Context: an optimization exercise on an open-source flow, tuned for small area. The choices shown serve that exercise and are no tape-out recipe. At most, simulation tests tie the RTL to the original design; equivalence was not proved. Function not checked in runs 1 and 5: the RTL went through the layout flow alone. No activity file was given, so power comes from the tool's default toggle rates.

==> flow/design.v <==
module fifo_32x32 (
    input  logic        clk_i,
    input  logic        rst_n_i,
    input  logic        flush_i,
    output logic        full_o,
    output logic        empty_o,
    output logic [ 5:0] cnt_o,
    input  logic [31:0] dat_i,
    input  logic        push_i,
    output logic [31:0] dat_o,
    input  logic        pop_i
);
  fifo #(
      .DATA_WIDTH  (32),
      .BUFFER_DEPTH(32)
  ) u_fifo (
      .clk_i  (clk_i),
      .rst_n_i(rst_n_i),
      .flush_i(flush_i),
      .full_o (full_o),
      .empty_o(empty_o),
      .cnt_o  (cnt_o),
      .dat_i  (dat_i),
      .push_i (push_i),
      .dat_o  (dat_o),
      .pop_i  (pop_i)
  );
endmodule

module dff #(
    parameter int DATA_WIDTH = 1
) (
    input  logic                  clk_i,
    input  logic [DATA_WIDTH-1:0] dat_i,
    output logic [DATA_WIDTH-1:0] dat_o
);
  always_ff @(posedge clk_i) begin
    dat_o <= #0.0 dat_i;
  end
endmodule
module dffr #(
    parameter int DATA_WIDTH = 1
) (
    input  logic                  clk_i,
    input  logic                  rst_n_i,
    input  logic [DATA_WIDTH-1:0] dat_i,
    output logic [DATA_WIDTH-1:0] dat_o
);
  always_ff @(posedge clk_i, negedge rst_n_i) begin
    if (~rst_n_i) begin
      dat_o <= '0;
    end else begin
      dat_o <= #0.0 dat_i;
    end
  end
endmodule
module ndffr #(
    parameter int DATA_WIDTH = 1
) (
    input  logic                  clk_i,
    input  logic                  rst_n_i,
    input  logic [DATA_WIDTH-1:0] dat_i,
    output logic [DATA_WIDTH-1:0] dat_o
);
  always_ff @(negedge clk_i, negedge rst_n_i) begin
    if (~rst_n_i) begin
      dat_o <= '0;
    end else begin
      dat_o <= #0.0 dat_i;
    end
  end
endmodule
module dffrh #(
    parameter int DATA_WIDTH = 1
) (
    input  logic                  clk_i,
    input  logic                  rst_n_i,
    input  logic [DATA_WIDTH-1:0] dat_i,
    output logic [DATA_WIDTH-1:0] dat_o
);
  always_ff @(posedge clk_i, negedge rst_n_i) begin
    if (~rst_n_i) begin
      dat_o <= '1;
    end else begin
      dat_o <= #0.0 dat_i;
    end
  end
endmodule
module dffrc #(
    parameter int                    DATA_WIDTH = 1,
    parameter logic [DATA_WIDTH-1:0] RESET_VAL  = '0
) (
    input  logic                  clk_i,
    input  logic                  rst_n_i,
    input  logic [DATA_WIDTH-1:0] dat_i,
    output logic [DATA_WIDTH-1:0] dat_o
);
  always_ff @(posedge clk_i, negedge rst_n_i) begin
    if (~rst_n_i) begin
      dat_o <= RESET_VAL;
    end else begin
      dat_o <= #0.0 dat_i;
    end
  end
endmodule
module dffsr #(
    parameter int DATA_WIDTH = 1
) (
    input  logic                  clk_i,
    input  logic                  rst_n_i,
    input  logic [DATA_WIDTH-1:0] dat_i,
    output logic [DATA_WIDTH-1:0] dat_o
);
  always_ff @(posedge clk_i) begin
    if (~rst_n_i) begin
      dat_o <= '0;
    end else begin
      dat_o <= #0.0 dat_i;
    end
  end
endmodule
module dffl #(
    parameter int DATA_WIDTH = 1
) (
    input  logic                  clk_i,
    input  logic                  en_i,
    input  logic [DATA_WIDTH-1:0] dat_i,
    output logic [DATA_WIDTH-1:0] dat_o
);
  always_ff @(posedge clk_i) begin
    if (en_i) begin
      dat_o <= #0.0 dat_i;
    end
  end
endmodule
module dffer #(
    parameter int DATA_WIDTH = 1
) (
    input  logic                  clk_i,
    input  logic                  rst_n_i,
    input  logic                  en_i,
    input  logic [DATA_WIDTH-1:0] dat_i,
    output logic [DATA_WIDTH-1:0] dat_o
);
  always_ff @(posedge clk_i, negedge rst_n_i) begin
    if (~rst_n_i) begin
      dat_o <= '0;
    end else if (en_i) begin
      dat_o <= #0.0 dat_i;
    end
  end
endmodule
module dfferh #(
    parameter int DATA_WIDTH = 1
) (
    input  logic                  clk_i,
    input  logic                  rst_n_i,
    input  logic                  en_i,
    input  logic [DATA_WIDTH-1:0] dat_i,
    output logic [DATA_WIDTH-1:0] dat_o
);
  always_ff @(posedge clk_i, negedge rst_n_i) begin
    if (~rst_n_i) begin
      dat_o <= '1;
    end else if (en_i) begin
      dat_o <= #0.0 dat_i;
    end
  end
endmodule
module dfferc #(
    parameter int                    DATA_WIDTH = 1,
    parameter logic [DATA_WIDTH-1:0] RESET_VAL  = '0
) (
    input  logic                  clk_i,
    input  logic                  rst_n_i,
    input  logic                  en_i,
    input  logic [DATA_WIDTH-1:0] dat_i,
    output logic [DATA_WIDTH-1:0] dat_o
);
  always_ff @(posedge clk_i, negedge rst_n_i) begin
    if (~rst_n_i) begin
      dat_o <= RESET_VAL;
    end else if (en_i) begin
      dat_o <= #0.0 dat_i;
    end
  end
endmodule
module dffesr #(
    parameter int DATA_WIDTH = 1
) (
    input  logic                  clk_i,
    input  logic                  rst_n_i,
    input  logic                  en_i,
    input  logic [DATA_WIDTH-1:0] dat_i,
    output logic [DATA_WIDTH-1:0] dat_o
);
  always_ff @(posedge clk_i) begin
    if (~rst_n_i) begin
      dat_o <= '0;
    end else if (en_i) begin
      dat_o <= #0.0 dat_i;
    end
  end
endmodule
module fifo #(
    parameter int DATA_WIDTH       = 32,
    parameter int BUFFER_DEPTH     = 8,
    parameter int LOG_BUFFER_DEPTH = (BUFFER_DEPTH > 1) ? $clog2(BUFFER_DEPTH) : 1
) (
    input  logic                      clk_i,
    input  logic                      rst_n_i,
    input  logic                      flush_i,
    output logic                      full_o,
    output logic                      empty_o,
    output logic [LOG_BUFFER_DEPTH:0] cnt_o,
    input  logic [    DATA_WIDTH-1:0] dat_i,
    input  logic                      push_i,
    output logic [    DATA_WIDTH-1:0] dat_o,
    input  logic                      pop_i
);
  localparam int NG3 = BUFFER_DEPTH / 3;   
  localparam int NREM = BUFFER_DEPTH % 3;   
  localparam int NGRP = NG3 + NREM;   
  logic [LOG_BUFFER_DEPTH:0] s_cnt_d, s_cnt_q;
  logic [BUFFER_DEPTH-1:0][DATA_WIDTH-1:0] s_mem_q;
  logic [BUFFER_DEPTH-1:0] s_sel;
  logic push_hdshk, pop_hdshk, s_mem_en;
  assign push_hdshk = push_i & ~full_o;
  assign pop_hdshk  = pop_i & ~empty_o;
  assign cnt_o      = s_cnt_q;
  assign empty_o    = s_cnt_q == 0;
  assign full_o     = s_cnt_q == BUFFER_DEPTH;
  logic s_inc, s_dec;
  logic [LOG_BUFFER_DEPTH:0] s_all1, s_all0;
  assign s_inc = push_hdshk & ~pop_hdshk;
  assign s_dec = pop_hdshk & ~push_hdshk;
  assign s_all1[0] = s_inc;
  assign s_all0[0] = s_dec;
  for (genvar i = 1; i <= LOG_BUFFER_DEPTH; i++) begin : g_cnt
    assign s_all1[i] = s_all1[i-1] & s_cnt_q[i-1];
    assign s_all0[i] = s_all0[i-1] & ~s_cnt_q[i-1];
  end
  assign s_cnt_d = flush_i ? '0 : s_cnt_q ^ (s_all1 | s_all0);
  dffr #(LOG_BUFFER_DEPTH + 1) u_cnt_dffr (
      clk_i,
      rst_n_i,
      s_cnt_d,
      s_cnt_q
  );
  logic s_push_n;
  fifo_inv u_push_n (
      .a(push_i),
      .y(s_push_n)
  );
  fifo_nor2 u_mem_en (
      .a(s_push_n),
      .b(full_o),
      .y(s_mem_en)
  );
  always_ff @(posedge clk_i) begin
    if (s_mem_en) begin
      s_mem_q[0] <= dat_i;
      for (int i = 1; i < BUFFER_DEPTH; i++) s_mem_q[i] <= s_mem_q[i-1];
    end
  end
  localparam int LLO = LOG_BUFFER_DEPTH / 2;
  localparam int LHI = LOG_BUFFER_DEPTH - LLO;
  logic [(1<<LLO)-1:0] s_nlo;
  logic [(1<<LHI)-1:0] s_nhi;
  for (genvar j = 0; j < (1 << LLO); j++) begin : g_lo
    assign s_nlo[j] = ~(s_cnt_q[LLO-1:0] == LLO'(j));
  end
  for (genvar j = 0; j < (1 << LHI); j++) begin : g_hi
    assign s_nhi[j] = ~(s_cnt_q[LOG_BUFFER_DEPTH-1:LLO] == LHI'(j));
  end
  for (genvar i = 0; i < BUFFER_DEPTH; i++) begin : g_sel
    localparam int K = (i + 1) % (1 << LOG_BUFFER_DEPTH);
    fifo_nor2 u_sel (
        .a(s_nlo[K%(1<<LLO)]),
        .b(s_nhi[K>>LLO]),
        .y(s_sel[i])
    );
  end
  for (genvar b = 0; b < DATA_WIDTH; b++) begin : g_bit
    logic [NGRP-1:0] s_grp_n;
    for (genvar g = 0; g < NG3; g++) begin : g_grp
      fifo_aoi222 u_aoi (
          .a1(s_sel[3*g]),
          .a2(s_mem_q[3*g][b]),
          .b1(s_sel[3*g+1]),
          .b2(s_mem_q[3*g+1][b]),
          .c1(s_sel[3*g+2]),
          .c2(s_mem_q[3*g+2][b]),
          .y (s_grp_n[g])
      );
    end
    for (genvar r = 0; r < NREM; r++) begin : g_rem
      fifo_nand_n #(2) u_nand (
          .a({s_sel[3*NG3+r], s_mem_q[3*NG3+r][b]}),
          .y(s_grp_n[NG3+r])
      );
    end
    fifo_or_n #(NGRP) u_or (
        .a_n(s_grp_n),
        .y  (dat_o[b])
    );
  end
endmodule
module fifo_aoi222 (
    input  logic a1,
    input  logic a2,
    input  logic b1,
    input  logic b2,
    input  logic c1,
    input  logic c2,
    output logic y
);
  assign y = ~((a1 & a2) | (b1 & b2) | (c1 & c2));
endmodule
module fifo_aoi22 (
    input  logic a1,
    input  logic a2,
    input  logic b1,
    input  logic b2,
    output logic y
);
  assign y = ~((a1 & a2) | (b1 & b2));
endmodule
module fifo_or_n #(
    parameter int N = 11
) (
    input  logic [N-1:0] a_n,
    output logic         y
);
  localparam int NQ = (N + 3) / 4;
  logic [NQ-1:0] s_part;
  for (genvar q = 0; q < NQ; q++) begin : g_q
    localparam int LO = 4 * q;
    localparam int HI = (4 * q + 3 < N) ? 4 * q + 3 : N - 1;
    fifo_nand_n #(HI - LO + 1) u_nand (
        .a(a_n[HI:LO]),
        .y(s_part[q])
    );
  end
  assign y = |s_part;
endmodule
module fifo_nand_n #(
    parameter int N = 4
) (
    input  logic [N-1:0] a,
    output logic         y
);
  assign y = ~&a;
endmodule
module fifo_inv (
    input  logic a,
    output logic y
);
  assign y = ~a;
endmodule
module fifo_nor2 (
    input  logic a,
    input  logic b,
    output logic y
);
  assign y = ~(a | b);
endmodule
==> flow/flow/run.sh <==
#!/bin/bash
# Standard ORFS layout. Synthesis runs unchanged; the later steps use a
# lighter clock tree (no dummy loads, clkbuf_8 only), the smallest buffer on
# the ports, and no buffers above buf_4 for repairs.
set -euo pipefail
bash standard.sh synth > standard_synth.log 2>&1
DU="sky130_fd_sc_hd__probe_p_8 sky130_fd_sc_hd__probec_p_8 sky130_fd_sc_hd__lpflow_bleeder_1 sky130_fd_sc_hd__lpflow_clkbufkapwr_1 sky130_fd_sc_hd__lpflow_clkbufkapwr_16 sky130_fd_sc_hd__lpflow_clkbufkapwr_2 sky130_fd_sc_hd__lpflow_clkbufkapwr_4 sky130_fd_sc_hd__lpflow_clkbufkapwr_8 sky130_fd_sc_hd__lpflow_clkinvkapwr_1 sky130_fd_sc_hd__lpflow_clkinvkapwr_16 sky130_fd_sc_hd__lpflow_clkinvkapwr_2 sky130_fd_sc_hd__lpflow_clkinvkapwr_4 sky130_fd_sc_hd__lpflow_clkinvkapwr_8 sky130_fd_sc_hd__lpflow_decapkapwr_12 sky130_fd_sc_hd__lpflow_decapkapwr_3 sky130_fd_sc_hd__lpflow_decapkapwr_4 sky130_fd_sc_hd__lpflow_decapkapwr_6 sky130_fd_sc_hd__lpflow_decapkapwr_8 sky130_fd_sc_hd__lpflow_inputiso0n_1 sky130_fd_sc_hd__lpflow_inputiso0p_1 sky130_fd_sc_hd__lpflow_inputiso1n_1 sky130_fd_sc_hd__lpflow_inputiso1p_1 sky130_fd_sc_hd__lpflow_inputisolatch_1 sky130_fd_sc_hd__lpflow_isobufsrc_1 sky130_fd_sc_hd__lpflow_isobufsrc_16 sky130_fd_sc_hd__lpflow_isobufsrc_2 sky130_fd_sc_hd__lpflow_isobufsrc_4 sky130_fd_sc_hd__lpflow_isobufsrc_8 sky130_fd_sc_hd__lpflow_isobufsrckapwr_16 sky130_fd_sc_hd__lpflow_lsbuf_lh_hl_isowell_tap_1 sky130_fd_sc_hd__lpflow_lsbuf_lh_hl_isowell_tap_2 sky130_fd_sc_hd__lpflow_lsbuf_lh_hl_isowell_tap_4 sky130_fd_sc_hd__lpflow_lsbuf_lh_isowell_4 sky130_fd_sc_hd__lpflow_lsbuf_lh_isowell_tap_1 sky130_fd_sc_hd__lpflow_lsbuf_lh_isowell_tap_2 sky130_fd_sc_hd__lpflow_lsbuf_lh_isowell_tap_4 sky130_fd_sc_hd__fill_1 sky130_fd_sc_hd__fill_2 sky130_fd_sc_hd__fill_4 sky130_fd_sc_hd__fill_8  sky130_fd_sc_hd__buf_6 sky130_fd_sc_hd__buf_8 sky130_fd_sc_hd__buf_12 sky130_fd_sc_hd__buf_16 sky130_fd_sc_hd__bufbuf_8 sky130_fd_sc_hd__bufbuf_16"
bash standard.sh \
  "DONT_USE_CELLS=$DU" \
  "CTS_ARGS=-sink_clustering_enable -repair_clock_nets -dont_use_dummy_load -buf_list sky130_fd_sc_hd__clkbuf_8 -sink_clustering_size 18 -sink_clustering_max_diameter 60" \
  "BUFFER_PORTS_ARGS=-buffer_cell sky130_fd_sc_hd__buf_1" \
  finish > standard.log 2>&1
==> flow/standard.sh <==
#!/bin/bash
# synth_recipe.tcl (not shown) runs the flow's synth.tcl, then flattens the netlist and writes it again
# the make line also repeats each setting of config.mk as NAME=value (left out here)
make -C /OpenROAD-flow-scripts/flow DESIGN_CONFIG=/design/flow/config.mk WORK_HOME=/design/flow/orfs CLKGATE_MAP_FILE= SYNTH_SCRIPT=/design/flow/synth_recipe.tcl "${@:-finish}"
==> flow/config.mk <==
export PLATFORM = sky130hd
export DESIGN_NAME = fifo_32x32
export DESIGN_NICKNAME = fifo_32x32
export VERILOG_FILES = /design/flow/design.v
export SDC_FILE = /design/flow/constraint.sdc
export NUM_CORES = 8
export LEC_CHECK = 0
export CAP_MARGIN = 20
export CORE_MARGIN = 2
export CORE_UTILIZATION = 70
export PLACE_DENSITY = 0.8
export SLEW_MARGIN = 20
export SYNTH_HIERARCHICAL = 1
==> flow/constraint.sdc <==
create_clock -name core_clock -period 5.0 [get_ports {clk_i}]
set_input_delay 1.0000 -clock core_clock [delete_from_list [all_inputs] [get_ports {clk_i}]]
set_output_delay 1.0000 -clock core_clock [all_outputs]
set_load 0.01 [all_outputs]
==> reports/qor.csv, run 1 <==
stage,metric,value,unit
drt,drt-vias-per-instance,7.51,
worst_setup_path,path_max_fanout,14,
worst_setup_path,crit_chain,nand2b_1 -> nor2_2 -> buf_4 -> a222oi_1 -> nand4_1 -> or3_1 -> buf_1,
global_route,antenna_found_initial,8,
synthesis,syn_area_per_cell,21.9,um2
floorplan,die_x,230,um
sta,final.setup.tns,0,ns
final_layout,nFillCells,2580,
sta,finalSetupViolCount,0,
pwr,p_int,13.5,mW
global_route,grt_pass1_vias,18100,
drt,wire_per_inst,28.4,um
global_route,grt-ovfl-total,0,
floorplan,die_h,230,um
floorplan,rows,82,
run,drv_cap,0,
worst_hold_path,hold_class,in -> async,
clocking,clkLatencyLatePin,0.69,ns
pwr,leakage,12.4,nW
drt,first_iter_violations,4199,
synthesis,synth_xor_xnor_area_share,0.000491,
placement,place_area,37400,um2
synthesis,syn_area,35600,um2
sta,hold_ws,0.199,ns
worst_setup_path,slowest_delay,0.56,ns
worst_setup_path,reg2reg_slack,2.01,ns
pwr,clkPwrFrac,0.189,
sta,slew_headroom,0.229,
final_layout,syn2layout_area_growth,7.62,%
clocking,cts_resized,0,
floorplan,core-area,50200,um2
clocking,clk_pin_slew_worst_paths,0.08,ns
pwr,totalPowerFinal,18.9,mW
clocking,cts_tree,done,
clocking,root_buffer,clkbuf_8,
synthesis,synth_compound_area_frac,0.0909,
sta,fmaxAchievable,205,MHz
placement,finalWeightedCongestion,0.872,
floorplan,io_pins,77,
synthesis,synthMuxAreaShare,0.00151,
drt,drc_errors,0,
worst_setup_path,r2r_end,u_fifo.s_mem_q[740],
sta,fin_crit,4.87,ns
drt,first_pass_iters,10,
worst_setup_path,cp_slowest_cell,dfrtp_1,
worst_setup_path,r2r.worst_path.cells,6,
placement,hpwl,47600,um
sta,rsz0062_at_grt,no,
status,status,finished clean,
worst_setup_path,cp.required,4.00,ns
sta,worst_pin_slew,1.16,ns
synthesis,syn_inst,1631,
final_layout,fin_area,38400,um2
floorplan,start_util,0.710,
worst_setup_path,worst_setup_path_end_kind,output port,
sta,finClkSkew,0.0540,ns
worst_setup_path,path_class,reg -> out,
synthesis,ys_warn_count,8,
global_route,grt_max_degree,61,
global_route,grtUsageTotal,0.273,
clocking,cts_setup_buffers,0,
pwr,p_per_area,492,nW/um2
placement,port_buffers,76,
worst_setup_path,path_buf_inv,2,
worst_setup_path,startpoint_type,register,
pwr,switching_share,0.283,
sta,final_hold_viol_count,0,
sta,period_share,0.973,
pwr,p_seq_frac,0.650,
drt,vias,19100,
clocking,clk_path_buf_depth,3,
worst_setup_path,crit_family,simple AND/OR/NAND/NOR gates,
synthesis,ys_seq_area_frac,0.867,
final_layout,drive_gt1_frac,0.0990,
synthesis,yosys_register_bits,1030,
clocking,holdBufCountCts,0,
synthesis,syn_nets,1670,
floorplan,die-area,52700,um2
drt,drt-total-wl,72400,um
pwr,ir_drop,0.285,mV
pwr,pwr-share-comb,0.161,
final_layout,nNetsFinal,1910,
sta,drv_slew,0,
synthesis,synth-simple-area-share,0.0379,
synthesis,synth.distinct_cells,30,
worst_setup_path,crit_arrival,3.87,ns
clocking,cts_buffers,68,
pwr,switchingPower,5.34,mW
synthesis,synth_top_family_by_area,compound AO/OA/AOI/OAI gates,
synthesis,synthAdderAreaFrac,0.000702,
worst_setup_path,rr_startpoint,u_fifo.u_cnt_dffr.dat_o[2],
clocking,h-tree-depth,3,
global_route,grt_pass1_wl,109000,um
drt,detail-route-antenna-nets,0,
clocking,cts_sinks,1030,
==> cells in the final DEF, fill, tap and decap left out, drive strengths merged <==
cell,synthesis,routed
a222oi,320,320
a2bb2oi,2,2
and2,1,1
and3,1,1
buf,6,176
clkbuf,0,68
dfrtp,6,6
diode,0,4
edfxtp,1024,1024
ha,2,2
inv,4,4
mux2,3,3
mux2i,2,2
nand2,69,69
nand2b,2,2
nand3,3,3
nand3b,3,3
nand4,96,96
nor2,41,41
nor2b,3,3
nor3,3,3
nor3b,1,1
o21a,2,2
o21ai,1,1
or3,32,32
or3b,2,2
xor2,2,2
==> modules after synthesis (local to each module, per instance), excerpt <==
| module | flops+latches | times used | cells |
|---|---|---|---|
| fifo_nor2 | 0 | 33 | 1 |
| fifo_inv | 0 | 1 | 1 |
| fifo_aoi222 | 0 | 320 | 1 |
==> routing by layer <==
| layer | GRT usage | up-vias | wire length [um] |
|---|---|---|---|
| met4 | 0.0767 | 6 | 1780 |
| met2 | 0.399 | 1453 | 32500 |
| met5 | 0 | - | 31 |
| li1 | - | 7955 | - |
| met3 | 0.0779 | 134 | 9530 |
| met1 | 0.414 | 9556 | 28500 |
==> area by class of cell <==
class | count | area (um2) | area share
Sequential cell | 1030 | 30900 | 0.806
Multi-Input combinational cell | 591 | 4800 | 0.125
Clock buffer | 68 | 936 | 0.0244
Timing Repair Buffer | 176 | 848 | 0.0221
Tap cell | 672 | 841 | 0.0219
Inverter | 4 | 27.5 | 0.000718
Antenna cell | 4 | 10.0 | 0.000261
==> flip-flops by register name (all words and copies together) (netlist names) <==
name and cells:
u_fifo.u_cnt_dffr.dat_o 6, u_fifo.s_mem_q 1024
==> worst register-to-register path, cell delays in order (launching register included) <==
cell and delay [ns]:
dfrtp_1 0.59, nor3_2 0.14, nand3_1 0.16, inv_1 0.10
nor2_4 0.79, buf_4 0.48, buf_1 0.42
==> how the worst max path moves through the flow <==
stage | from | end | slack, ns | cells after the start
floorplan | push_i | u_fifo.s_mem_q[0] | -11.55 | 2
global placement | u_fifo.u_cnt_dffr.dat_o[2] | dat_o[5] | 0.98 | 7
detailed placement | u_fifo.u_cnt_dffr.dat_o[2] | dat_o[5] | 0.84 | 8
CTS | u_fifo.u_cnt_dffr.dat_o[2] | dat_o[15] | 0.08 | 7
global route | u_fifo.u_cnt_dffr.dat_o[0] | dat_o[2] | 0.003 | 7
finish | u_fifo.u_cnt_dffr.dat_o[0] | dat_o[2] | 0.13 | 7
==> synthesized netlist by cell type <==
library cell / count / area, um2
edfxtp_1: 1024 / 30700
nor3_2: 1 / 10.0
nor2_1: 41 / 154
or3_1: 32 / 200
mux2i_1: 2 / 20.0
o21ai_0: 1 / 5.00
buf_1: 1 / 3.75
buf_4: 2 / 15.0
a222oi_1: 320 / 3200
and3_1: 1 / 6.26
nand4_1: 96 / 601
inv_1: 4 / 15.0
nand3_1: 3 / 15.0
nand2b_1: 2 / 12.5
o21a_1: 2 / 15.0
buf_6: 1 / 11.3
nor3_1: 2 / 10.0
ha_1: 2 / 25.0
xor2_1: 2 / 17.5
nor2b_1: 3 / 18.8
nor3b_4: 1 / 18.8
a2bb2oi_1: 2 / 17.5
mux2_2: 1 / 11.3
and2_1: 1 / 6.26
mux2_1: 2 / 22.5
nand3b_1: 3 / 22.5
buf_2: 2 / 10.0
dfrtp_1: 6 / 150
or3b_2: 2 / 17.5
nand2_1: 69 / 259
==> power by group through the flow <==
| stage | Sequential, mW | Clock (mW) | Combinational (mW) |
|---|---|---|---|
| 2_1_floorplan | 12.7 | 0 | 1.63 |
| 3_5_place_dp | 12.4 | 0 | 2.97 |
| 5_1_grt | 12.4 | 3.90 | 3.22 |
| 3_3_place_gp | 12.3 | 0 | 2.88 |
| 4_1_cts | 12.2 | 3.65 | 2.98 |
| 6_report | 12.3 | 3.58 | 3.03 |
==> metrics by stage <==
step,worst slack (ns),utilization,cells
2_1_floorplan,-11.55,-,1631
3_3_place_gp,0.985,0.745,2472
3_5_place_dp,0.836,0.745,2472
4_1_cts,0.0827,0.764,2540
5_1_grt,0.00287,0.764,2541
6_report,0.134,0.765,2545
==> cell families after synthesis <==
group	Yosys count
flops	1030
compound gates	325
simple gates	257
buf+inv	10
mux	5
xor+xnor	2
fa+ha+maj	2
==> run 2: changes to the inputs <==
--- a/flow/design.v
+++ b/flow/design.v
@@ -225,5 +225,5 @@
   logic [BUFFER_DEPTH-1:0][DATA_WIDTH-1:0] s_mem_q;
   logic [BUFFER_DEPTH-1:0] s_sel;
-  logic push_hdshk, pop_hdshk, s_mem_en;
+  logic push_hdshk, pop_hdshk;
   assign push_hdshk = push_i & ~full_o;
   assign pop_hdshk  = pop_i & ~empty_o;
@@ -248,16 +248,6 @@
       s_cnt_q
   );
-  logic s_push_n;
-  fifo_inv u_push_n (
-      .a(push_i),
-      .y(s_push_n)
-  );
-  fifo_nor2 u_mem_en (
-      .a(s_push_n),
-      .b(full_o),
-      .y(s_mem_en)
-  );
   always_ff @(posedge clk_i) begin
-    if (s_mem_en) begin
+    if (push_hdshk) begin
       s_mem_q[0] <= dat_i;
       for (int i = 1; i < BUFFER_DEPTH; i++) s_mem_q[i] <= s_mem_q[i-1];
@@ -276,9 +266,5 @@
   for (genvar i = 0; i < BUFFER_DEPTH; i++) begin : g_sel
     localparam int K = (i + 1) % (1 << LOG_BUFFER_DEPTH);
-    fifo_nor2 u_sel (
-        .a(s_nlo[K%(1<<LLO)]),
-        .b(s_nhi[K>>LLO]),
-        .y(s_sel[i])
-    );
+    assign s_sel[i] = ~(s_nlo[K%(1<<LLO)] | s_nhi[K>>LLO]);
   end
   for (genvar b = 0; b < DATA_WIDTH; b++) begin : g_bit
@@ -353,15 +339,2 @@
   assign y = ~&a;
 endmodule
-module fifo_inv (
-    input  logic a,
-    output logic y
-);
-  assign y = ~a;
-endmodule
-module fifo_nor2 (
-    input  logic a,
-    input  logic b,
-    output logic y
-);
-  assign y = ~(a | b);
-endmodule
==> run 2 against run 1 <==
Effect of this change:
- combinational power grew 4%
- flip-flop and latch count unchanged
- critical path type unchanged
- clock skew rose by 0.039 ns
- synthesized cell count shrank 0.12%
- sequential share of layout area rose by 0.33 points
- fmax up 1.0%
- non-clock buffer count shrank 24
- largest power group unchanged
==> reports/qor.csv, run 2 <==
stage,metric,value,unit
worst_setup_path,path_class,reg -> out,
worst_setup_path,slowest_delay,0.54,ns
worst_setup_path,worst_setup_path_end_kind,output port,
worst_setup_path,reg2reg_slack,1.59,ns
synthesis,yosys-top-cells-area,"edfxtp_1 86%, a222oi_1 9.0%, nand4_1 1.7%, nand2_1 0.71%, or3_1 0.58%",
worst_setup_path,setup.worst_path.end,dat_o[5],
placement,dp_cells,2445,
floorplan,die_h,230,um
sta,slew_headroom,0.248,
sta,final_hold_viol_count,0,
clocking,clk_path_buf_depth,3,
sta,fmaxAchievable,208,MHz
worst_hold_path,hold_class,in -> async,
pwr,totalPowerFinal,19.0,mW
sta,fin_crit,4.82,ns
pwr,ir_drop,0.382,mV
clocking,clkLatencyLatePin,0.67,ns
synthesis,synth_ff_type,edfxtp_1,
drt,first_pass_iters,14,
global_route,grt_pass1_vias,18700,
worst_setup_path,path_buf_inv,2,
clocking,h-tree-depth,3,
worst_setup_path,cp_slowest_cell,dfrtp_1,
worst_setup_path,cp.depth,7,
placement,port_buffers,76,
floorplan,start_util,0.710,
clocking,cts_sinks,1030,
global_route,grt_pass1_wl,113000,um
floorplan,rows,82,
synthesis,syn_area,35600,um2
sta,rsz0062_at_grt,no,
drt,vias,19200,
drt,wire_per_inst,29.9,um
worst_setup_path,r2r_end,u_fifo.s_mem_q[131],
clocking,cts_buffers,68,
global_route,grtUsageTotal,0.285,
worst_setup_path,r2r.worst_path.cells,5,
synthesis,yosysMostFrequentCell,edfxtp_1,
worst_setup_path,rr_startpoint,u_fifo.u_cnt_dffr.dat_o[0],
drt,drc_errors,0,
synthesis,ys_seq_area_frac,0.867,
clocking,cts_tree,done,
worst_setup_path,crit_arrival,3.82,ns
synthesis,synth_top_area_cell,edfxtp_1,
clocking,root_buffer,clkbuf_8,
drt,detail-route-antenna-nets,0,
clocking,clk_pin_slew_worst_paths,0.10,ns
final_layout,largest_register,u_fifo.s_mem_q,
final_layout,syn2layout_area_growth,7.17,%
drt,drt-vias-per-instance,7.62,
synthesis,synth_edf_count,1024,
clocking,holdBufCountCts,0,
floorplan,die_x,230,um
synthesis,synth.distinct_cells,34,
sta,finClkSkew,0.0927,ns
floorplan,die-area,52700,um2
global_route,antenna_found_initial,9,
pwr,leakage,12.3,nW
worst_setup_path,cp.required,4.00,ns
clocking,cts_setup_buffers,0,
final_layout,final_cell_mix,"1024 x edfxtp_1, 320 x a222oi_1, 96 x nand4_1",
synthesis,async_flop_share,0.00583,
run,drv_cap,0,
global_route,grt-ovfl-total,0,
worst_setup_path,path_max_fanout,10,
sta,period_share,0.963,
synthesis,syn_area_per_cell,21.9,um2
synthesis,ys_warn_count,8,
status,status,finished clean,
final_layout,top_regs,"u_fifo.s_mem_q: 1024 flops, u_fifo.u_cnt_dffr.dat_o: 6 flops",
synthesis,syn_inst,1629,
final_layout,drive_gt1_frac,0.0929,
final_layout,layout.cells.non_filler,2514,
sta,final.setup.tns,0,ns
sta,finalSetupViolCount,0,
floorplan,core-area,50200,um2
pwr,p_per_area,498,nW/um2
sta,hold_ws,0.244,ns
synthesis,synth_top_area_frac,0.863,
synthesis,yosys_register_bits,1030,
worst_setup_path,crit_chain,nand2b_1 -> nor2_2 -> buf_2 -> a222oi_1 -> nand4_1 -> or3_1 -> buf_1,
synthesis,synthTopCellsByCount,"1024 x edfxtp_1, 320 x a222oi_1, 96 x nand4_1, 67 x nand2_1, 39 x nor2_1",
final_layout,nNetsFinal,1882,
sta,worst_pin_slew,1.12,ns
sta,drv_slew,0,
worst_setup_path,startpoint_type,register,
placement,hpwl,48000,um
worst_setup_path,crit_start,u_fifo.u_cnt_dffr.dat_o[0],
synthesis,syn_nets,1668,
final_layout,layout_commonest_cell,edfxtp_1,
drt,drt-total-wl,75000,um
floorplan,io_pins,77,
global_route,grt_max_degree,73,
final_layout,largest_reg_flops,1024,
placement,finalWeightedCongestion,0.826,
drt,first_iter_violations,4420,
worst_setup_path,crit_family,simple AND/OR/NAND/NOR gates,
## run 2: cells by family after synthesis
family	after synthesis	share of synthesized area
compound gates	326	0.0910
xor+xnor	2	0.000492
fa+ha+maj	2	0.000702
buf+inv	10	0.00137
flops	1030	0.867
mux	5	0.00161
simple gates	254	0.0379
## run 2: cell type report
cell class / instances / area (um2)
flip-flops and latches: 1030 / 30900
fillers: 2632 / 12000
clock buffers: 68 / 936
multi-input cells: 589 / 4790
inverters: 2 / 7.51
diodes: 1 / 2.50
repair buffers: 152 / 727
well taps: 672 / 841
## run 2: per-layer routing
metal  wire, um  track usage
met1      28800        0.436
met2      34700        0.429
met3       9420       0.0567
met4       2050       0.0830
met5         30            0
## run 2: worst min path at each step
stage | startpoint | end | slack [ns] | cells past startpoint
3_5_place_dp | u_fifo.s_mem_q[159] | u_fifo.s_mem_q[191] | 0.43 | 0
2_1_floorplan | u_fifo.s_mem_q[96] | u_fifo.s_mem_q[128] | 0.43 | 0
3_3_place_gp | u_fifo.s_mem_q[682] | u_fifo.s_mem_q[714] | 0.43 | 0
5_1_grt | rst_n_i | u_fifo.u_cnt_dffr.dat_o[0] | 0.21 | 1
6_report | rst_n_i | u_fifo.u_cnt_dffr.dat_o[1] | 0.24 | 1
4_1_cts | rst_n_i | u_fifo.u_cnt_dffr.dat_o[1] | 0.20 | 1
## run 2: what timing repair did
action,in CTS,in global routing
endpoints found under the setup margin,0,2
resized for setup,0,1
hold endpoints to repair,0,0
## run 2: where the power goes
part / switching (mW) / leakage, nW / internal (mW)
Combinational: 2.31 / 1.71 / 0.846
Clock: 2.37 / 0.489 / 1.23
Sequential: 0.796 / 10.1 / 11.5
## run 2: metrics by stage
step                utilization  setup slack (ns)  cell area, um2
finish                    0.761             0.184           38200
global route              0.761            0.0108           38200
CTS                       0.761            0.0599           38200
detailed placement        0.743             0.815           37300
global placement          0.743              1.01           37300
floorplan                     -            -13.07           35700
==> run 3: changes to the inputs <==
--- a/flow/design.v
+++ b/flow/design.v
@@ -224,6 +224,7 @@
   logic [LOG_BUFFER_DEPTH:0] s_cnt_d, s_cnt_q;
   logic [BUFFER_DEPTH-1:0][DATA_WIDTH-1:0] s_mem_q;
-  logic [BUFFER_DEPTH-1:0] s_sel;
-  logic push_hdshk, pop_hdshk;
+  localparam int NHALF = 2;   
+  logic [NHALF-1:0][BUFFER_DEPTH-1:0] s_sel;
+  logic push_hdshk, pop_hdshk, s_mem_en;
   assign push_hdshk = push_i & ~full_o;
   assign pop_hdshk  = pop_i & ~empty_o;
@@ -248,6 +249,16 @@
       s_cnt_q
   );
+  logic s_push_n;
+  fifo_inv u_push_n (
+      .a(push_i),
+      .y(s_push_n)
+  );
+  fifo_nor2 u_mem_en (
+      .a(s_push_n),
+      .b(full_o),
+      .y(s_mem_en)
+  );
   always_ff @(posedge clk_i) begin
-    if (push_hdshk) begin
+    if (s_mem_en) begin
       s_mem_q[0] <= dat_i;
       for (int i = 1; i < BUFFER_DEPTH; i++) s_mem_q[i] <= s_mem_q[i-1];
@@ -266,15 +277,22 @@
   for (genvar i = 0; i < BUFFER_DEPTH; i++) begin : g_sel
     localparam int K = (i + 1) % (1 << LOG_BUFFER_DEPTH);
-    assign s_sel[i] = ~(s_nlo[K%(1<<LLO)] | s_nhi[K>>LLO]);
+    for (genvar h = 0; h < NHALF; h++) begin : g_half
+      fifo_nor2 u_sel (
+          .a(s_nlo[K%(1<<LLO)]),
+          .b(s_nhi[K>>LLO]),
+          .y(s_sel[h][i])
+      );
+    end
   end
   for (genvar b = 0; b < DATA_WIDTH; b++) begin : g_bit
+    localparam int H = b * NHALF / DATA_WIDTH;
     logic [NGRP-1:0] s_grp_n;
     for (genvar g = 0; g < NG3; g++) begin : g_grp
       fifo_aoi222 u_aoi (
-          .a1(s_sel[3*g]),
+          .a1(s_sel[H][3*g]),
           .a2(s_mem_q[3*g][b]),
-          .b1(s_sel[3*g+1]),
+          .b1(s_sel[H][3*g+1]),
           .b2(s_mem_q[3*g+1][b]),
-          .c1(s_sel[3*g+2]),
+          .c1(s_sel[H][3*g+2]),
           .c2(s_mem_q[3*g+2][b]),
           .y (s_grp_n[g])
@@ -283,5 +301,5 @@
     for (genvar r = 0; r < NREM; r++) begin : g_rem
       fifo_nand_n #(2) u_nand (
-          .a({s_sel[3*NG3+r], s_mem_q[3*NG3+r][b]}),
+          .a({s_sel[H][3*NG3+r], s_mem_q[3*NG3+r][b]}),
           .y(s_grp_n[NG3+r])
       );
@@ -339,2 +357,15 @@
   assign y = ~&a;
 endmodule
+module fifo_inv (
+    input  logic a,
+    output logic y
+);
+  assign y = ~a;
+endmodule
+module fifo_nor2 (
+    input  logic a,
+    input  logic b,
+    output logic y
+);
+  assign y = ~(a | b);
+endmodule
==> run 3 against run 2 <==
Effect of this change:
- utilization fell by 0.14 points
- global-route usage is 2.9 points lower
- sequential power barely moved
- area after synthesis up 0.33%
- via count decreased by 1.1%
==> reports/qor.csv, run 3 <==
stage,metric,value,unit
status,status,finished clean,
drt,wire_per_inst,26.8,um
synthesis,synth.distinct_cells,30,
worst_setup_path,crit_chain,nor2_1 -> clkinvlp_4 -> nor2_1 -> a222oi_1 -> nand4_1 -> or3_1 -> buf_1,
synthesis,synth_top_area_frac,0.860,
worst_setup_path,cp.required,4.00,ns
global_route,grt_pass1_wl,103000,um
pwr,switching_share,0.282,
worst_setup_path,cp.depth,7,
synthesis,synth_edf_count,1024,
sta,final.setup.tns,0,ns
worst_setup_path,r2r_end,u_fifo.s_mem_q[603],
worst_setup_path,crit_start,u_fifo.u_cnt_dffr.dat_o[0],
synthesis,syn_inst,1663,
worst_setup_path,cp_slowest_cell,nor2_1,
worst_setup_path,cpMostUsedCell,nor2_1,
floorplan,die_x,230,um
synthesis,syn_nets,1702,
floorplan,die_h,230,um
final_layout,fin_area,38200,um2
sta,final_hold_viol_count,0,
drt,drt-vias-per-instance,7.47,
sta,slew_headroom,0.226,
final_layout,largest_reg_flops,1024,
placement,port_buffers,76,
sta,timing.final.ws_setup,0.113,ns
sta,finalSetupViolCount,0,
final_layout,layout_commonest_cell,edfxtp_1,
clocking,cts_sinks,1030,
sta,fmaxAchievable,205,MHz
floorplan,start_util,0.711,
synthesis,yosys-top-cells-area,"edfxtp_1 86%, a222oi_1 9.0%, nand4_1 1.7%, nor2_1 0.77%, nand2_1 0.72%",
drt,detail-route-antenna-nets,0,
sta,drv_slew,0,
synthesis,yosys_register_bits,1030,
synthesis,syn_area_per_cell,21.5,um2
pwr,p_int,13.5,mW
clocking,clk_path_buf_depth,3,
worst_setup_path,path_max_fanout,16,
synthesis,synth_top_area_cell,edfxtp_1,
clocking,root_buffer,clkbuf_8,
clocking,cts_tree,done,
final_layout,nNetsFinal,1905,
worst_setup_path,crit_family,simple AND/OR/NAND/NOR gates,
worst_setup_path,path_buf_inv,2,
sta,period_share,0.977,
worst_setup_path,slowest_delay,1.05,ns
final_layout,multi_input_area,4900,um2
clocking,clkLatencyLatePin,0.66,ns
final_layout,final_cell_mix,"1024 x edfxtp_1, 320 x a222oi_1, 100 x buf_1",
pwr,switchingPower,5.31,mW
sta,finClkSkew,0.0309,ns
final_layout,drive_gt1_frac,0.0810,
placement,place_area,37200,um2
floorplan,die-area,52900,um2
pwr,ir_drop,0.296,mV
worst_hold_path,hold_class,in -> async,
floorplan,io_pins,77,
synthesis,synth_ff_type,edfxtp_1,
floorplan,rows,82,
worst_setup_path,worst_setup_path_end_kind,output port,
final_layout,largest_register,u_fifo.s_mem_q,
placement,dp_slack,0.749,ns
pwr,p_per_area,492,nW/um2
pwr,p_seq_frac,0.652,
pwr,pwr-share-comb,0.161,
drt,vias,19000,
drt,first_pass_iters,12,
clocking,holdBufCountCts,0,
synthesis,ys_seq_area_frac,0.864,
worst_setup_path,path_class,reg -> out,
worst_setup_path,reg2reg_slack,1.95,ns
pwr,clkPwrFrac,0.186,
drt,drc_errors,0,
clocking,h-tree-depth,3,
worst_setup_path,crit_arrival,3.89,ns
sta,rsz0062_at_grt,no,
pwr,totalPowerFinal,18.8,mW
floorplan,core-area,50300,um2
clocking,cts_buffers,67,
synthesis,async_flop_share,0.00583,
drt,first_iter_violations,4339,
placement,hpwl,45600,um
sta,fin_crit,4.89,ns
global_route,grtUsageTotal,0.255,
global_route,grt_max_degree,65,
final_layout,syn2layout_area_growth,6.85,%
worst_setup_path,r2r.worst_path.cells,6,
pwr,leakage,12.2,nW
global_route,grt-ovfl-total,0,
synthesis,ys_warn_count,8,
run,drv_cap,0,
sta,worst_pin_slew,1.16,ns
clocking,clk_pin_slew_worst_paths,0.10,ns
final_layout,nFillCells,2685,
final_layout,top_regs,"u_fifo.s_mem_q: 1024 flops, u_fifo.u_cnt_dffr.dat_o: 6 flops",
final_layout,regArea,30900,um2
drt,drt-total-wl,68000,um
worst_setup_path,setup.worst_path.end,dat_o[4],
placement,finalWeightedCongestion,0.824,
worst_setup_path,rr_startpoint,u_fifo.u_cnt_dffr.dat_o[0],
synthesis,synthTopCellsByCount,"1024 x edfxtp_1, 320 x a222oi_1, 96 x nand4_1, 73 x nor2_1, 69 x nand2_1",
global_route,antenna_found_initial,4,
synthesis,yosysMostFrequentCell,edfxtp_1,
synthesis,syn_area,35800,um2
worst_setup_path,startpoint_type,register,
global_route,grt_pass1_vias,17700,
==> run 3: cell types whose count changed after synthesis, sizes merged, moves of 2 or more <==
cell     before  now
nor2         39   73
clkbuf        3    0
nand3         0    3
a2bb2oi       0    2
inv           2    4
nand2        67   69
nand2b        4    2
==> run 3: through the flow <==
stage	utilization	std cells	hold slack [ns]
global route	0.760	2537	0.202
floorplan	-	1663	0.425
CTS	0.758	2533	0.169
finish	0.760	2538	0.213
detailed placement	0.739	2466	0.433
global placement	0.739	2466	0.426
==> run 3: timing repair <==
| item | in CTS | in global routing |
|---|---|---|
| buffers inserted | 0 | 0 |
| setup endpoints to repair | 0 | 32 |
| resized for setup | 0 | 16 |
==> run 3: per-layer routing <==
layer	share of wire	track usage	up-vias
met2	0.44	0.358	1338
met3	0.13	0.0548	92
met5	0	0	-
met4	0.020	0.0738	0
li1	-	-	7984
met1	0.41	0.415	9551
==> run 3: worst min-delay path by stage <==
stage	startpoint	cells after the start	end
6_report	rst_n_i	1	u_fifo.u_cnt_dffr.dat_o[5]
4_1_cts	rst_n_i	1	u_fifo.u_cnt_dffr.dat_o[5]
3_5_place_dp	u_fifo.s_mem_q[963]	0	u_fifo.s_mem_q[995]
2_1_floorplan	u_fifo.s_mem_q[96]	0	u_fifo.s_mem_q[128]
3_3_place_gp	u_fifo.s_mem_q[313]	0	u_fifo.s_mem_q[345]
5_1_grt	rst_n_i	1	u_fifo.u_cnt_dffr.dat_o[5]
==> run 3: final cells by class <==
cell class                      instances  share of cell area
Tap cell                              672              0.0220
Clock buffer                           67              0.0241
Timing Repair Buffer                  140              0.0160
Inverter                                4            0.000819
Sequential cell                      1030               0.809
Antenna cell                            2            0.000131
Multi-Input combinational cell        623               0.128
==> run 3: Yosys stat by module, one instance, submodules excluded, a selection <==
module       area, um2  flip-flops and latches  times used  cells
fifo_aoi222       10.0                       0         320      1
fifo_nor2         3.75                       0          65      1
fifo_inv          3.75                       0           1      1
==> run 3: power groups by stage <==
stage	clock [mW]	combinational, mW	sequential [mW]
5_1_grt	3.88	3.22	12.4
4_1_cts	3.59	2.94	12.2
6_report	3.51	3.04	12.3
3_5_place_dp	0	2.94	12.4
3_3_place_gp	0	2.84	12.2
2_1_floorplan	0	1.67	12.7
==> run 3: cells by family after synthesis <==
family                   share of synthesized area
AND/OR/NAND/NOR                             0.0411
XOR/XNOR                                  0.000490
buffers and inverters                      0.00154
multiplexers                               0.00150
flip-flops                                   0.864
adder cells (fa/ha/maj)                   0.000700
AO/OA/AOI/OAI                               0.0906
==> run 4: changes to the inputs <==
--- a/flow/flow/run.sh
+++ b/flow/flow/run.sh
@@ -8,5 +8,5 @@
 bash standard.sh \
   "DONT_USE_CELLS=$DU" \
-  "CTS_ARGS=-sink_clustering_enable -repair_clock_nets -dont_use_dummy_load -buf_list sky130_fd_sc_hd__clkbuf_8 -sink_clustering_size 18 -sink_clustering_max_diameter 60" \
+  "CTS_ARGS=-sink_clustering_enable -repair_clock_nets -dont_use_dummy_load -buf_list sky130_fd_sc_hd__clkbuf_8 -sink_clustering_size 20 -sink_clustering_max_diameter 60" \
   "BUFFER_PORTS_ARGS=-buffer_cell sky130_fd_sc_hd__buf_1" \
   finish > standard.log 2>&1
--- a/flow/config.mk
+++ b/flow/config.mk
@@ -9,5 +9,5 @@
 export CORE_MARGIN = 2
 export CORE_UTILIZATION = 70
-export PLACE_DENSITY = 0.8
+export PLACE_DENSITY = 0.75
 export SLEW_MARGIN = 20
 export SYNTH_HIERARCHICAL = 1
==> run 4 against run 3 <==
Effect of this change:
- die area did not move
- area after synthesis did not move
- wire length barely moved
- clock-buffer cell count fell by 9
- flip-flop and latch count did not move
- first-iteration DRC count fell by 3.7%
- sequential share of layout area fell by 0.14 points
- combinational power rose by 4%
- final area rose by 0.17%
==> reports/qor.csv, run 4 <==
stage,metric,value,unit
status,status,finished clean,
pwr,p_int,13.3,mW
sta,final.setup.tns,0,ns
floorplan,core-area,50300,um2
worst_setup_path,crit_arrival,3.88,ns
synthesis,syn_area,35800,um2
worst_setup_path,worst_setup_path_end_kind,output port,
clocking,h-tree-depth,2,
worst_setup_path,path_buf_inv,1,
synthesis,ys_seq_area_frac,0.864,
pwr,ir_drop,0.320,mV
synthesis,syn_nets,1702,
synthesis,synth_edf_count,1024,
synthesis,yosysMostFrequentCell,edfxtp_1,
worst_setup_path,crit_family,simple AND/OR/NAND/NOR gates,
floorplan,die_x,230,um
clocking,cts_buffers,58,
synthesis,synth_top_area_cell,edfxtp_1,
pwr,p_seq_frac,0.653,
clocking,cts_sinks,1030,
run,drv_cap,0,
worst_setup_path,path_max_fanout,16,
global_route,grt_pass1_wl,104000,um
clocking,clkLatencyLatePin,0.72,ns
synthesis,synthTopCellsByCount,"1024 x edfxtp_1, 320 x a222oi_1, 96 x nand4_1, 73 x nor2_1, 69 x nand2_1",
synthesis,yosys-top-cells-area,"edfxtp_1 86%, a222oi_1 9.0%, nand4_1 1.7%, nor2_1 0.77%, nand2_1 0.72%",
sta,fmaxAchievable,205,MHz
floorplan,die-area,52900,um2
pwr,clkPwrFrac,0.178,
final_layout,layout_commonest_cell,edfxtp_1,
sta,fin_crit,4.88,ns
final_layout,largest_register,u_fifo.s_mem_q,
synthesis,syn_inst,1663,
synthesis,async_flop_share,0.00583,
drt,met2_length,29300,um
drt,drc_errors,0,
synthesis,ys_warn_count,8,
pwr,switchingPower,5.37,mW
pwr,switching_share,0.287,
synthesis,synth.distinct_cells,30,
drt,first_pass_iters,9,
worst_setup_path,crit_chain,or3b_2 -> nor2_1 -> a222oi_1 -> nand4_1 -> or3_1 -> buf_1,
final_layout,drive_gt1_frac,0.0881,
drt,vias,18800,
final_layout,syn2layout_area_growth,7.03,%
worst_setup_path,cp_slowest_cell,nor2_1,
final_layout,top_regs,"u_fifo.s_mem_q: 1024 flops, u_fifo.u_cnt_dffr.dat_o: 6 flops",
final_layout,largest_reg_flops,1024,
global_route,grtUsageTotal,0.257,
sta,timing.final.ws_setup,0.117,ns
placement,hpwl,45700,um
worst_setup_path,startpoint_type,register,
clocking,clk_pin_slew_worst_paths,0.11,ns
final_layout,antenna_cells,0,
sta,period_share,0.977,
drt,dr_wl_met3,8330,um
floorplan,start_util,0.711,
worst_setup_path,slowest_delay,0.88,ns
global_route,grt_pass1_vias,17500,
floorplan,die_h,230,um
floorplan,rows,82,
global_route,antenna_found_initial,7,
clocking,root_buffer,clkbuf_8,
placement,port_buffers,76,
placement,dp_slack,0.783,ns
sta,finalSetupViolCount,0,
drt,detail-route-antenna-nets,0,
worst_hold_path,hold_class,in -> async,
pwr,pwr-share-comb,0.169,
sta,rsz0062_at_grt,yes,
sta,slew_headroom,0.248,
pwr,p_per_area,489,nW/um2
worst_setup_path,cp.required,4.00,ns
worst_setup_path,path_class,reg -> out,
floorplan,io_pins,77,
sta,finClkSkew,0.0514,ns
final_layout,final_cell_mix,"1024 x edfxtp_1, 320 x a222oi_1, 106 x buf_1",
synthesis,synth_ff_type,edfxtp_1,
clocking,cts_tree,done,
placement,finalWeightedCongestion,0.816,
pwr,leakage,12.2,nW
drt,top_layer,met5,
global_route,grt_max_degree,59,
final_layout,utilization,0.761,
sta,final_hold_viol_count,0,
drt,drt-total-wl,68000,um
clocking,clk_path_buf_depth,3,
drt,first_iter_violations,4178,
global_route,grt-ovfl-total,0,
drt,wire_per_inst,26.7,um
drt,drt-vias-per-instance,7.41,
synthesis,synth_top_area_frac,0.860,
final_layout,nNetsFinal,1913,
synthesis,yosys_register_bits,1030,
sta,worst_pin_slew,1.12,ns
drt,met1_length,29100,um
synthesis,syn_area_per_cell,21.5,um2
sta,drv_slew,0,
[run 4: cell counts after synthesis]
No cell type changed its count.
[run 4: final timing paths]
| path | from | end | slack (ns) | cells past startpoint |
|---|---|---|---|---|
| min reg2reg | u_fifo.s_mem_q[514] | u_fifo.s_mem_q[546] | 0.44 | 0 |
| min | rst_n_i | u_fifo.u_cnt_dffr.dat_o[2] | 0.15 | 1 |
| min in group core_clock | dat_i[0] | u_fifo.s_mem_q[0] | 0.44 | 1 |
| max reg2reg | u_fifo.u_cnt_dffr.dat_o[2] | u_fifo.s_mem_q[1022] | 1.94 | 6 |
| max | u_fifo.u_cnt_dffr.dat_o[2] | dat_o[31] | 0.12 | 6 |
| max in group asynchronous | rst_n_i | u_fifo.u_cnt_dffr.dat_o[0] | 4.56 | 1 |
[run 4: metrics by stage]
stage                     std cells  hold slack, ns  instance area [um2]  power (mW)
after floorplan                1663           0.425                35800        14.3
after global placement         2483           0.427                37300        15.2
after detailed placement       2484           0.431                37300        15.4
after CTS                      2542           0.105                38100        18.6
after global routing           2544           0.139                38300        19.5
final                          2544           0.149                38300        18.7
[run 4: cell type report]
type                            count  area (um2)
Sequential cell                  1030       30900
Fill cell                        2773       12000
Multi-Input combinational cell    623        4980
Tap cell                          672         841
Clock buffer                       58         798
Timing Repair Buffer              157         726
Inverter                            4        35.0
[run 4: layer usage]
metal | vias up | track usage
met2 | 1235 | 0.352
met1 | 9509 | 0.430
met3 | 98 | 0.0605
met5 | - | 0
met4 | 2 | 0.0579
li1 | 7999 | -
[run 4: worst register-to-register path: cells and delay by family, from the launching register on]
family        cells  cell delay (ns)
buf+inv           3             1.17
flops             1             0.66
simple gates      3             0.82
[run 4: repair_timing]
action                     CTS  global route
setup buffers                0             0
setup endpoints to repair    1            32
resized for setup            1            25
pin swaps                    0             0
gates cloned                 0             0
hold buffers                 0             0
[run 4: kinds of logic after synthesis]
group                    Yosys count  synth area share
AND/OR/NAND/NOR                  289            0.0411
flip-flops                      1030             0.864
multiplexers                       5           0.00150
XOR/XNOR                           2          0.000490
buffers and inverters             10           0.00154
AO/OA/AOI/OAI                    325            0.0906
adder cells (fa/ha/maj)            2          0.000700
[run 4: power groups by stage]
stage | Clock, mW | Combinational (mW) | Sequential, mW
5_1_grt | 3.71 | 3.37 | 12.4
3_3_place_gp | 0 | 2.96 | 12.2
4_1_cts | 3.42 | 3.03 | 12.2
6_report | 3.34 | 3.16 | 12.2
2_1_floorplan | 0 | 1.67 | 12.7
3_5_place_dp | 0 | 3.02 | 12.4
[run 4: Yosys stat by module (local to each module, per instance), a selection]
module | area, um2 | times used | cells | flip-flops and latches
fifo_nor2 | 3.75 | 65 | 1 | 0
fifo_inv | 3.75 | 1 | 1 | 0
fifo_aoi222 | 10.0 | 320 | 1 | 0
==> run 5: changes to the inputs <==
--- a/flow/design.v
+++ b/flow/design.v
@@ -231,5 +231,5 @@
   assign cnt_o      = s_cnt_q;
   assign empty_o    = s_cnt_q == 0;
-  assign full_o     = s_cnt_q == BUFFER_DEPTH;
+  assign full_o     = s_cnt_q[LOG_BUFFER_DEPTH];
   logic s_inc, s_dec;
   logic [LOG_BUFFER_DEPTH:0] s_all1, s_all0;
--- a/flow/config.mk
+++ b/flow/config.mk
@@ -9,5 +9,5 @@
 export CORE_MARGIN = 2
 export CORE_UTILIZATION = 70
-export PLACE_DENSITY = 0.75
+export PLACE_DENSITY = 0.8
 export SLEW_MARGIN = 20
 export SYNTH_HIERARCHICAL = 1
==> run 5 against run 4 <==
Effect of this change:
- utilization fell by 0.17 points
- synthesized cell count down 0.18%
- sequential share of layout area is 0.18 points higher
- wire length rose by 2.3%
==> reports/qor.csv, run 5 <==
stage,metric,value,unit
status,status,finished clean,
sta,final_hold_viol_count,0,
final_layout,fin_area,38200,um2
sta,final.setup.tns,0,ns
placement,finalWeightedCongestion,0.839,
pwr,leakage,12.2,nW
synthesis,synth_top_family_by_area,compound AO/OA/AOI/OAI gates,
final_layout,final_cell_mix,"1024 x edfxtp_1, 320 x a222oi_1, 119 x buf_1",
sta,period_share,0.976,
drt,wire_per_inst,27.2,um
sta,fin_crit,4.88,ns
clocking,clk_pin_slew_worst_paths,0.11,ns
worst_setup_path,path_max_fanout,16,
synthesis,synth_xor_xnor_area_share,0.000490,
floorplan,die-area,52900,um2
pwr,ir_drop,0.401,mV
synthesis,synth.distinct_cells,32,
drt,first_iter_violations,3936,
final_layout,largest_reg_flops,1024,
synthesis,synthMuxAreaShare,0.00161,
clocking,root_buffer,clkbuf_8,
drt,first_pass_iters,10,
sta,fmaxAchievable,205,MHz
final_layout,syn2layout_area_growth,6.84,%
synthesis,syn_inst,1660,
drt,detail-route-antenna-nets,0,
sta,slew_headroom,0.243,
floorplan,core-area,50300,um2
global_route,grt_pass1_wl,105000,um
placement,port_buffers,76,
synthesis,synthTopCellsByCount,"1024 x edfxtp_1, 320 x a222oi_1, 96 x nand4_1, 71 x nor2_1, 68 x nand2_1",
synthesis,ys_seq_area_frac,0.864,
floorplan,io_pins,77,
sta,finClkSkew,0.0517,ns
synthesis,synth_top_area_cell,edfxtp_1,
final_layout,nNetsFinal,1921,
clocking,cts_sinks,1030,
clocking,cts_buffers,59,
synthesis,synth_compound_area_frac,0.0904,
synthesis,synth-simple-area-share,0.0410,
floorplan,die_h,230,um
worst_setup_path,cp.required,4.00,ns
pwr,p_per_area,522,nW/um2
drt,drc_errors,0,
synthesis,syn_area_per_cell,21.5,um2
worst_setup_path,path_class,reg -> out,
global_route,grt_max_degree,54,
worst_setup_path,r2r.worst_path.cells,7,
run,drv_cap,0,
clocking,cts_tree,done,
sta,worst_pin_slew,1.13,ns
synthesis,yosys_register_bits,1030,
synthesis,synth_top_area_frac,0.860,
floorplan,start_util,0.711,
final_layout,largest_register,u_fifo.s_mem_q,
global_route,grtUsageTotal,0.260,
clocking,clk_path_buf_depth,3,
worst_setup_path,crit_arrival,3.88,ns
floorplan,rows,82,
final_layout,top_regs,"u_fifo.s_mem_q: 1024 flops, u_fifo.u_cnt_dffr.dat_o: 6 flops",
sta,rsz0062_at_grt,no,
final_layout,drive_gt1_frac,0.0734,
drt,drt-vias-per-instance,7.46,
drt,vias,19100,
synthesis,ys_warn_count,8,
worst_setup_path,startpoint_type,register,
synthesis,synthAdderAreaFrac,0.000700,
clocking,holdBufCountCts,0,
drt,drt-total-wl,69600,um
global_route,antenna_found_initial,6,
synthesis,synth_edf_count,1024,
synthesis,async_flop_share,0.00583,
synthesis,yosysMostFrequentCell,edfxtp_1,
global_route,grt_pass1_vias,17900,
sta,drv_slew,0,
synthesis,syn_nets,1699,
placement,place_area,37300,um2
synthesis,yosys-top-cells-area,"edfxtp_1 86%, a222oi_1 9.0%, nand4_1 1.7%, nor2_1 0.75%, nand2_1 0.71%",
floorplan,die_x,230,um
final_layout,layout_commonest_cell,edfxtp_1,
worst_hold_path,hold_class,in -> async,
clocking,h-tree-depth,2,
synthesis,synth_ff_type,edfxtp_1,
sta,finalSetupViolCount,0,
clocking,clkLatencyLatePin,0.70,ns
synthesis,syn_area,35700,um2
clocking,cts_setup_buffers,0,
worst_setup_path,worst_setup_path_end_kind,output port,
placement,hpwl,47100,um
global_route,grt-ovfl-total,0,
==> run 5: changes by cell type after synthesis, moves of 2 or more <==
cell / delta
a2bb2oi_1: -2
clkbuf_1: +2
mux2_1: -2
nor2_1: -2
==> run 5: critical path: stages, from the launching register on <==
cell and delay [ns]:
dfrtp_1 0.51, nand2_1 0.61, nor2_1 0.45, a222oi_1 0.57
nand4_1 0.35, or3_1 0.51, buf_1 0.16
==> run 5: final timing paths <==
check | from | endpoint | slack, ns
worst max-delay path | u_fifo.u_cnt_dffr.dat_o[0] | dat_o[18] | 0.12
worst min-delay path | rst_n_i | u_fifo.u_cnt_dffr.dat_o[0] | 0.22
worst max register to register | u_fifo.u_cnt_dffr.dat_o[0] | u_fifo.u_cnt_dffr.dat_o[4] | 1.90
worst min register to register | u_fifo.s_mem_q[41] | u_fifo.s_mem_q[73] | 0.39
max in group asynchronous | rst_n_i | u_fifo.u_cnt_dffr.dat_o[5] | 4.43
min in group core_clock | u_fifo.s_mem_q[41] | u_fifo.s_mem_q[73] | 0.39
==> run 5: cell families after synthesis <==
kind of cell               Yosys count
AOI/OAI and AO/OA                  323
and+or+nand+nor                    288
muxes                                5
adders and majority gates            2
buffers and inverters               10
DFF                               1030
xor gates and xnor gates             2
==> run 5: area by class of cell <==
class	count	area [um2]
clock buffer	59	812
tap	672	841
timing repair buffer	167	744
multi-input combinational	620	4860
antenna	3	7.51
fill	2735	12100
inverter	4	27.5
sequential	1030	30900
==> run 5: per-module statistics from Yosys, one instance, submodules excluded, a selection <==
module       flops+latches  cells  copies in the design
fifo_nor2                0      1                    65
fifo_aoi222              0      1                   320
fifo_inv                 0      1                     1
==> run 5: power by group <==
| group | internal, mW | switching (mW) |
|---|---|---|
| Sequential | 12.0 | 0.978 |
| Combinational | 0.936 | 2.63 |
| Clock | 1.06 | 2.30 |
| Total | 14.0 | 5.90 |
==> run 5: layer usage <==
metal,up-vias,track usage,share of wire
met4,0,0.0780,0.025
met5,-,0,0
met2,1330,0.368,0.44
met3,116,0.0722,0.13
met1,9614,0.407,0.40
li1,8009,-,-
==> run 5: stage by stage <==
step | worst slack, ns | utilization | total power [mW] | instances | hold slack, ns
global placement | 0.958 | 0.742 | 16.3 | 2491 | 0.426
detailed placement | 0.765 | 0.742 | 16.6 | 2491 | 0.432
finish | 0.122 | 0.760 | 19.9 | 2555 | 0.218
global route | 0.00483 | 0.760 | 20.6 | 2553 | 0.200
floorplan | -11.55 | - | 15.4 | 1660 | 0.425
CTS | 0.123 | 0.758 | 19.9 | 2550 | 0.155
==> run 5: what timing repair did <==
action | 4_1_cts | 5_1_grt
setup endpoints to repair | 3 | 1
endpoints found under the hold margin | 0 | 0
resized for setup | 1 | 1
==> run 6: changes to the inputs <==
--- a/flow/design.v
+++ b/flow/design.v
@@ -231,5 +231,5 @@
   assign cnt_o      = s_cnt_q;
   assign empty_o    = s_cnt_q == 0;
-  assign full_o     = s_cnt_q[LOG_BUFFER_DEPTH];
+  assign full_o     = s_cnt_q == BUFFER_DEPTH;
   logic s_inc, s_dec;
   logic [LOG_BUFFER_DEPTH:0] s_all1, s_all0;
--- a/flow/config.mk
+++ b/flow/config.mk
@@ -9,4 +9,5 @@
 export CORE_MARGIN = 2
 export CORE_UTILIZATION = 70
+export GPL_ROUTABILITY_DRIVEN = 0
 export PLACE_DENSITY = 0.8
 export SLEW_MARGIN = 20
==> run 6 against run 5 <==
Effect of this change:
- final area about the same
- clock-buffer cell count shrank 1
- wire length shrank 2.6%
- utilization down 0.070 points
- combinational power down 13%
- setup slack lost 0.013 ns
- flip-flop and latch count unchanged
- via count down 0.62%
==> reports/qor.csv, run 6 <==
stage,metric,value,unit
status,status,finished clean,
clocking,clk_path_buf_depth,3,
clocking,holdBufCountCts,0,
placement,hpwl,45200,um
synthesis,ys_warn_count,8,
clocking,clk_pin_slew_worst_paths,0.12,ns
sta,fmaxAchievable,204,MHz
worst_setup_path,cp_slowest_cell,nor2_2,
final_layout,nNetsFinal,1893,
synthesis,synthMuxAreaShare,0.00150,
synthesis,synth_compound_area_frac,0.0906,
clocking,cts_tree,done,
synthesis,syn_area_per_cell,21.5,um2
clocking,cts_setup_buffers,0,
floorplan,core-area,50300,um2
drt,drt-total-wl,67800,um
final_layout,top_regs,"u_fifo.s_mem_q: 1024 flops, u_fifo.u_cnt_dffr.dat_o: 6 flops",
floorplan,die_x,230,um
floorplan,start_util,0.711,
pwr,p_seq_frac,0.655,
pwr,leakage,12.1,nW
pwr,p_int,13.3,mW
worst_setup_path,crit_family,simple AND/OR/NAND/NOR gates,
sta,finClkSkew,0.0445,ns
sta,slew_headroom,0.240,
worst_setup_path,path_class,reg -> out,
clocking,clkLatencyLatePin,0.72,ns
synthesis,synthAdderAreaFrac,0.000700,
drt,wire_per_inst,26.8,um
synthesis,syn_nets,1702,
synthesis,synth_top_family_by_area,compound AO/OA/AOI/OAI gates,
floorplan,die-area,52900,um2
synthesis,synth_top_area_cell,edfxtp_1,
floorplan,die_h,230,um
final_layout,drive_gt1_frac,0.0842,
global_route,antenna_found_initial,11,
final_layout,layout_commonest_cell,edfxtp_1,
final_layout,largest_reg_flops,1024,
drt,first_pass_iters,12,
synthesis,yosysMostFrequentCell,edfxtp_1,
worst_setup_path,cp.required,4.00,ns
synthesis,ys_seq_area_frac,0.864,
synthesis,synth_ff_type,edfxtp_1,
global_route,use_met3,0.0552,
final_layout,final_cell_mix,"1024 x edfxtp_1, 320 x a222oi_1, 96 x nand4_1, 96 x buf_1, 68 x nand2_1",
placement,dp_slack,0.759,ns
final_layout,largest_register,u_fifo.s_mem_q,
drt,detail-route-antenna-nets,0,
sta,finalSetupViolCount,0,
global_route,grtUsageMet2,0.356,
synthesis,async_flop_share,0.00583,
sta,final_hold_viol_count,0,
synthesis,synth_top_area_frac,0.860,
global_route,grt_busiest_layer,met1,
global_route,grt_pass1_vias,17500,
synthesis,yosys_register_bits,1030,
drt,drt-vias-per-instance,7.50,
pwr,p_per_area,490,nW/um2
final_layout,fin_area,38200,um2
global_route,grt_max_degree,80,
pwr,clkPwrFrac,0.178,
synthesis,synth-simple-area-share,0.0411,
final_layout,syn2layout_area_growth,6.69,%
sta,rsz0062_at_grt,yes,
synthesis,synth.distinct_cells,30,
placement,port_buffers,76,
pwr,switching_share,0.287,
worst_setup_path,worst_setup_path_end_kind,output port,
global_route,grt-ovfl-total,0,
pwr,pwr-share-comb,0.167,
synthesis,synth_xor_xnor_area_share,0.000490,
sta,fin_crit,4.89,ns
clocking,cts_sinks,1030,
sta,period_share,0.978,
placement,place_area,37200,um2
global_route,grtUsageTotal,0.252,
global_route,grt_pass1_wl,102000,um
synthesis,syn_inst,1663,
global_route,gr-usage-met1,0.409,
floorplan,io_pins,77,
pwr,switchingPower,5.38,mW
sta,timing.final.ws_setup,0.109,ns
clocking,root_buffer,clkbuf_8,
synthesis,synth_edf_count,1024,
worst_hold_path,hold_class,in -> async,
drt,vias,19000,
synthesis,synthTopCellsByCount,"1024 x edfxtp_1, 320 x a222oi_1, 96 x nand4_1, 73 x nor2_1, 69 x nand2_1",
worst_setup_path,path_max_fanout,16,
worst_setup_path,crit_chain,nor2_1 -> clkinvlp_4 -> nor2_2 -> a222oi_1 -> nand4_1 -> or3_1 -> buf_1,
drt,first_iter_violations,4346,
worst_setup_path,startpoint_type,register,
worst_setup_path,crit_arrival,3.89,ns
sta,worst_pin_slew,1.14,ns
worst_setup_path,slowest_delay,0.76,ns
pwr,ir_drop,0.290,mV
clocking,h-tree-depth,2,
sta,drv_slew,0,
clocking,cts_buffers,58,
floorplan,rows,82,
run,drv_cap,0,
drt,drc_errors,0,
synthesis,yosys-top-cells-area,"edfxtp_1 86%, a222oi_1 9.0%, nand4_1 1.7%, nor2_1 0.77%, nand2_1 0.72%",
worst_setup_path,path_buf_inv,2,
synthesis,syn_area,35800,um2
==> run 6: area by class of cell <==
class                   instances  area (um2)
inverters                       4        35.0
diodes                          3        7.51
repair buffers                137         601
multi-input cells             623        4970
well taps                     672         841
flip-flops and latches       1030       30900
clock buffers                  58         798
fillers                      2659       12100
==> run 6: what timing repair did <==
action	CTS	global route
gates resized for setup	4	25
pin swaps	0	0
endpoints found under the hold margin	0	0
setup endpoints to repair	9	32
==> run 6: through the flow <==
step                      hold WS (ns)  utilization  power (mW)  cells  setup TNS (ns)
after floorplan                  0.425            -        14.3   1663               -
after global placement           0.427        0.739        15.1   2463               0
after detailed placement         0.433        0.739        15.4   2463               0
after CTS                        0.106        0.755        18.6   2521         -0.0400
after global routing             0.144        0.759        19.4   2525          -0.161
final                            0.148        0.759        18.7   2527               0
==> run 6: Yosys stat by module (local to each module, per instance), excerpt <==
module       area [um2]  copies in the design  cells  flip-flops and latches
fifo_nor2          3.75                    65      1                       0
fifo_inv           3.75                     1      1                       0
fifo_aoi222        10.0                   320      1                       0
==> run 6: layer usage <==
| metal | part of all wire | up-vias |
|---|---|---|
| met4 | 0.022 | 2 |
| li1 | - | 7964 |
| met3 | 0.12 | 102 |
| met5 | 0.00019 | - |
| met1 | 0.41 | 9525 |
| met2 | 0.44 | 1357 |
==> run 6: worst paths after layout <==
path	start	slack, ns	depth (start not counted)	end
worst min register to register	u_fifo.s_mem_q[54]	0.43	0	u_fifo.s_mem_q[86]
worst min-delay path	rst_n_i	0.15	1	u_fifo.u_cnt_dffr.dat_o[2]
worst max-delay path	u_fifo.u_cnt_dffr.dat_o[0]	0.11	7	dat_o[22]
max in group asynchronous	rst_n_i	4.56	1	u_fifo.u_cnt_dffr.dat_o[5]
worst max register to register	u_fifo.u_cnt_dffr.dat_o[0]	1.91	6	u_fifo.s_mem_q[987]
min in group core_clock	u_fifo.s_mem_q[54]	0.43	0	u_fifo.s_mem_q[86]
==> run 6: power groups by stage <==
stage / clock network (mW) / registers, mW / logic (mW)
final: 3.33 / 12.3 / 3.12
after global routing: 3.66 / 12.4 / 3.30
after CTS: 3.40 / 12.2 / 2.98
after detailed placement: 0 / 12.4 / 2.96
after global placement: 0 / 12.2 / 2.87
after floorplan: 0 / 12.7 / 1.67
==> run 6: cell families after synthesis <==
| kind of cell | Yosys count |
|---|---|
| flip-flops | 1030 |
| AO/OA/AOI/OAI | 325 |
| AND/OR/NAND/NOR | 289 |
| buffers and inverters | 10 |
| multiplexers | 5 |
| XOR/XNOR | 2 |
| adder cells (fa/ha/maj) | 2 |

Setup slack of run 6, layout unchanged: 0.109 ns with ideal ports, 0.057 ns with driving cells assumed (clock clkbuf_16, inputs buf_2), 0.808 ns with port delays also shifted by the 0.750 ns mid clock arrival.
